What follows belongs to an exercise in optimizing a design on an open flow for small area, a short achievable clock period and few clock cycles per item; a production flow would make more cautious choices.
Only simulation tests tie the RTL to the original design; equivalence was not proved.

==> flow/design.v (excerpt) <==
module square_root_float (
    input clk, rst,
    input start,
    input [31:0] u,
    output [31:0] out,
    output done, neg_flag
);
For scale: roughly 69 I/O pins.
clock: 11.0 ns
lec_check: 0
cap_margin: 50
core_margin: 2
core_utilization: 40
cts_buf_list: sky130_fd_sc_hd__clkbuf_8
slew_margin: 50
standard.sh (not shown) runs the stock make flow with config.mk's settings and CLKGATE_MAP_FILE= SYNTH_SCRIPT=/design/flow/synth_recipe.tcl, a recipe that flattens the netlist after the stock synthesis.
==> flow/flow/run.sh <==
#!/bin/bash
# Standard ORFS layout (the standard.sh, unchanged synthesis), with the
# timing repair after floorplan, CTS and global routing asked to leave a
# setup slack margin, so that it sizes and buffers the critical paths.
set -euo pipefail
bash standard.sh SETUP_SLACK_MARGIN=6.8 finish > standard.log 2>&1
The starting point completed with no timing, DRC or antenna violations.
Testbench counts at the start, summed over its fixed seeds: cycles 43,995, items 1,600.
Rerun with:
--- a/flow/flow/run.sh
+++ b/flow/flow/run.sh
@@ -5,2 +5,2 @@
 set -euo pipefail
-bash standard.sh SETUP_SLACK_MARGIN=6.8 finish > standard.log 2>&1
+bash standard.sh SETUP_SLACK_MARGIN=6.7 finish > standard.log 2>&1
Settings changed: SLEW_MARGIN 50 to 55.
=> Routed wire length falls by 0.86%. Sequential cell count does not change. Synthesized area is unchanged. Die area is unchanged.

========
== run A ==
square_root_float, a different RTL version from the one above (not shown whole).
Size in the first run: about 960 cells after synthesis, roughly 69 I/O pins, ~7900 um2 of cells after synthesis.
## square_root_float
module square_root_float (
    input clk, rst,
    input start,
    input [31:0] u,
    output [31:0] out,
    output done, neg_flag
);
    reg        busy;
    reg  [4:0] cnt;          
    reg        hor;          
    reg        cpy;          
    reg  [3:0] s0, s1;       
    reg        xinv, xcin;   
    reg        fill;         
    reg [24:0] X;
    reg [24:0] Y;
    reg  [7:0] e_out;
    reg        sgn, spec;
    wire [7:0]  E = u[30:23];
    wire [22:0] M = u[22:0];
    wire        m_zero = (M == 23'd0);
    wire        zero = (E == 8'd0) & m_zero;
    wire        one  = E[0] & m_zero;
    wire [8:0]  e_sum = 9'd127 + {1'b0, E};
    always @(posedge clk) begin
        sgn   <= u[31];
        spec  <= zero | one;
        e_out <= zero ? 8'd0 : e_sum[8:1];
    end
    wire [4:0]  top_o = {2'b01, M[22:20]};
    wire [24:0] x_st = E[0] ? {top_o + 5'd2, M[19:0]} : {top_o + 5'd3, M[19:0]};
    wire [24:0] y_st = E[0] ? {top_o - 5'd2, M[19:0]} : {top_o - 5'd3, M[19:0]};
    wire signed [24:0] y_h  = {fill, Y[24:1]};
    wire        [24:0] x_h  = {1'b0, X[24:1]};
    wire        [27:0] y_e0 = {{3{fill}}, y_h};
    wire        [24:0] y_l1 = ({25{s0[0]}} & y_e0[24:0]) | ({25{s0[1]}} & y_e0[25:1]) |
                              ({25{s0[2]}} & y_e0[26:2]) | ({25{s0[3]}} & y_e0[27:3]);
    wire        [36:0] y_e1 = {{12{fill}}, y_l1};
  ...
==> flow/config.mk <==
export PLATFORM = sky130hd
export DESIGN_NAME = square_root_float
export DESIGN_NICKNAME = square_root_float
export VERILOG_FILES = /design/flow/design.v
export SDC_FILE = /design/flow/constraint.sdc
export NUM_CORES = 4
export LEC_CHECK = 0
export CAP_MARGIN = 50
export CORE_MARGIN = 2
export CORE_UTILIZATION = 40
export CTS_BUF_LIST = sky130_fd_sc_hd__clkbuf_8
export PLACE_DENSITY = 0.8
export SLEW_MARGIN = 50
==> flow/constraint.sdc <==
create_clock -name core_clock -period 11.0 [get_ports {clk}]
set_input_delay 2.2000 -clock core_clock [delete_from_list [all_inputs] [get_ports {clk}]]
set_output_delay 2.2000 -clock core_clock [all_outputs]
set_load 0.01 [all_outputs]
==> flow/flow/run.sh <==
#!/bin/bash
# Standard ORFS layout (the standard.sh, unchanged synthesis), with the
# timing repair after floorplan, CTS and global routing asked to leave a
# setup slack margin, so that it sizes and buffers the critical paths.
set -euo pipefail
bash standard.sh SETUP_SLACK_MARGIN=6.7 finish > standard.log 2>&1
Testbench counts of run A, summed over its fixed seeds: cycles 43,995, items 1,600.
Input-level comparison between run B and run A:
- PLACE_DENSITY removed (was 0.8)
-- flow/flow/run.sh --
<<< run A, line 6
bash standard.sh SETUP_SLACK_MARGIN=6.7 finish > standard.log 2>&1
>>> run B, line 6
bash standard.sh SETUP_SLACK_MARGIN=7.0 finish > standard.log 2>&1
[summary]
Comparing run B and run A, the higher final worst-path cycle share is on run A. NOTE: sequential share of layout area in run B falls short of that of run A. Total met2 wirelength after detailed routing, run B and run A, higher one = run B. First-iteration detailed-routing DRC count in run B is 39 lower than in run A. Going from run A to run B, slew of the pin with the lowest slew margin shrinks by 0.030 ns.
Input changes introduced in run C (baseline for comparison: run B):
- CTS_CLUSTER_DIAMETER newly set to 150
- CTS_CLUSTER_SIZE newly set to 40
-- flow/flow/run.sh --
<<< run B, line 6
bash standard.sh SETUP_SLACK_MARGIN=7.0 finish > standard.log 2>&1
>>> run C, line 6
bash standard.sh SETUP_SLACK_MARGIN=6.7 finish > standard.log 2>&1
[summary]
- No stage failed in run C, and the final checks on the layout all came back clean.
- In the metrics for run B and run C, the one carrying the higher number of gates given a new drive strength after cts is run B.
- Compare run B and run C | final clock period utilization by the worst path lower: run B
- On post-synthesis to final-layout area growth: between run B and run C, it ends up lower for run C.
- Going from run B to run C, number of clock buffers in the layout went up 1; initial core utilization held; register fraction of the total cell area went up 1.2 points.
- Against run B, run C comes in 27% lower on count of non-CTS buffers in the layout.
## Diff of input files: run D against run C
- a deleted CTS_CLUSTER_DIAMETER that had been 150
- a deleted CTS_CLUSTER_SIZE that had been 40
-- flow/flow/run.sh --
<<< run C, line 6
bash standard.sh SETUP_SLACK_MARGIN=6.7 finish > standard.log 2>&1
>>> run D, line 6
bash standard.sh SETUP_SLACK_MARGIN=6.4 finish > standard.log 2>&1
## What came out
When run D is measured against run C, its wire length after detailed routing turns out 1.6% lower.
Run D has endpoint required time on the critical path above what run C had.
In the reports for run D and run C, the larger worst-case headroom to the max-slew limit belongs to run C.
Run C ended up with flip-flop to flip-flop as its critical path start-end classification; run D ended up with primary input to flip-flop.
The number of nets in the final layout on run D is in line with that on run C.
Between run D and run C, average via count per standard cell is higher for run C, run D comes in under that.
The largest fanout on the critical path in run D sits 39 below the value recorded for run C.
Against run C, run D comes in 0.34 ns higher on post-layout minimum cycle time.
A capture point of the critical path of e_out[3] is what run D shows, while X[24] belongs to run C.

[static timing again, ports no longer ideal]
Ports are ideal in the flow. The routed layouts listed here were re-timed in OpenROAD.
Step 1: set_driving_cell puts a clkbuf_16 on clk and a buf_2 on each other input, an assumption about the parent block.
Step 2 times the ports against the registers' clock, not the clock port: input delays grow and output delays shrink by t, the midpoint of the rising clock arrivals with the driver on.
Slacks: no drivers / after step 1 / after step 2; pairs: no drivers / after step 1.
run | t, ns | setup slack, ns | slew at the worst register clock pin (ns) | pins driven straight from the clock port
the first run of note 1 | 0.410 | 6.914 / 6.899 / 6.590 | 0.09 / 0.09 | 1
the second run of note 1 | 0.383 | 6.895 / 6.895 / 6.572 | 0.09 / 0.09 | 1
run A | 0.390 | 6.811 / 6.819 / 6.433 | 0.09 / 0.09 | 1
run B | 0.407 | 7.056 / 7.052 / 6.675 | 0.10 / 0.10 | 1
run C | 0.414 | 6.896 / 6.886 / 6.523 | 0.09 / 0.09 | 1
run D | 0.414 | 6.561 / 6.579 / 6.164 | 0.09 / 0.09 | 1
After both steps setup and hold are still met in every run listed. For run D, which loses most, drivers alone change the setup slack by +0.018 ns; drivers and shift together by -0.397 ns.
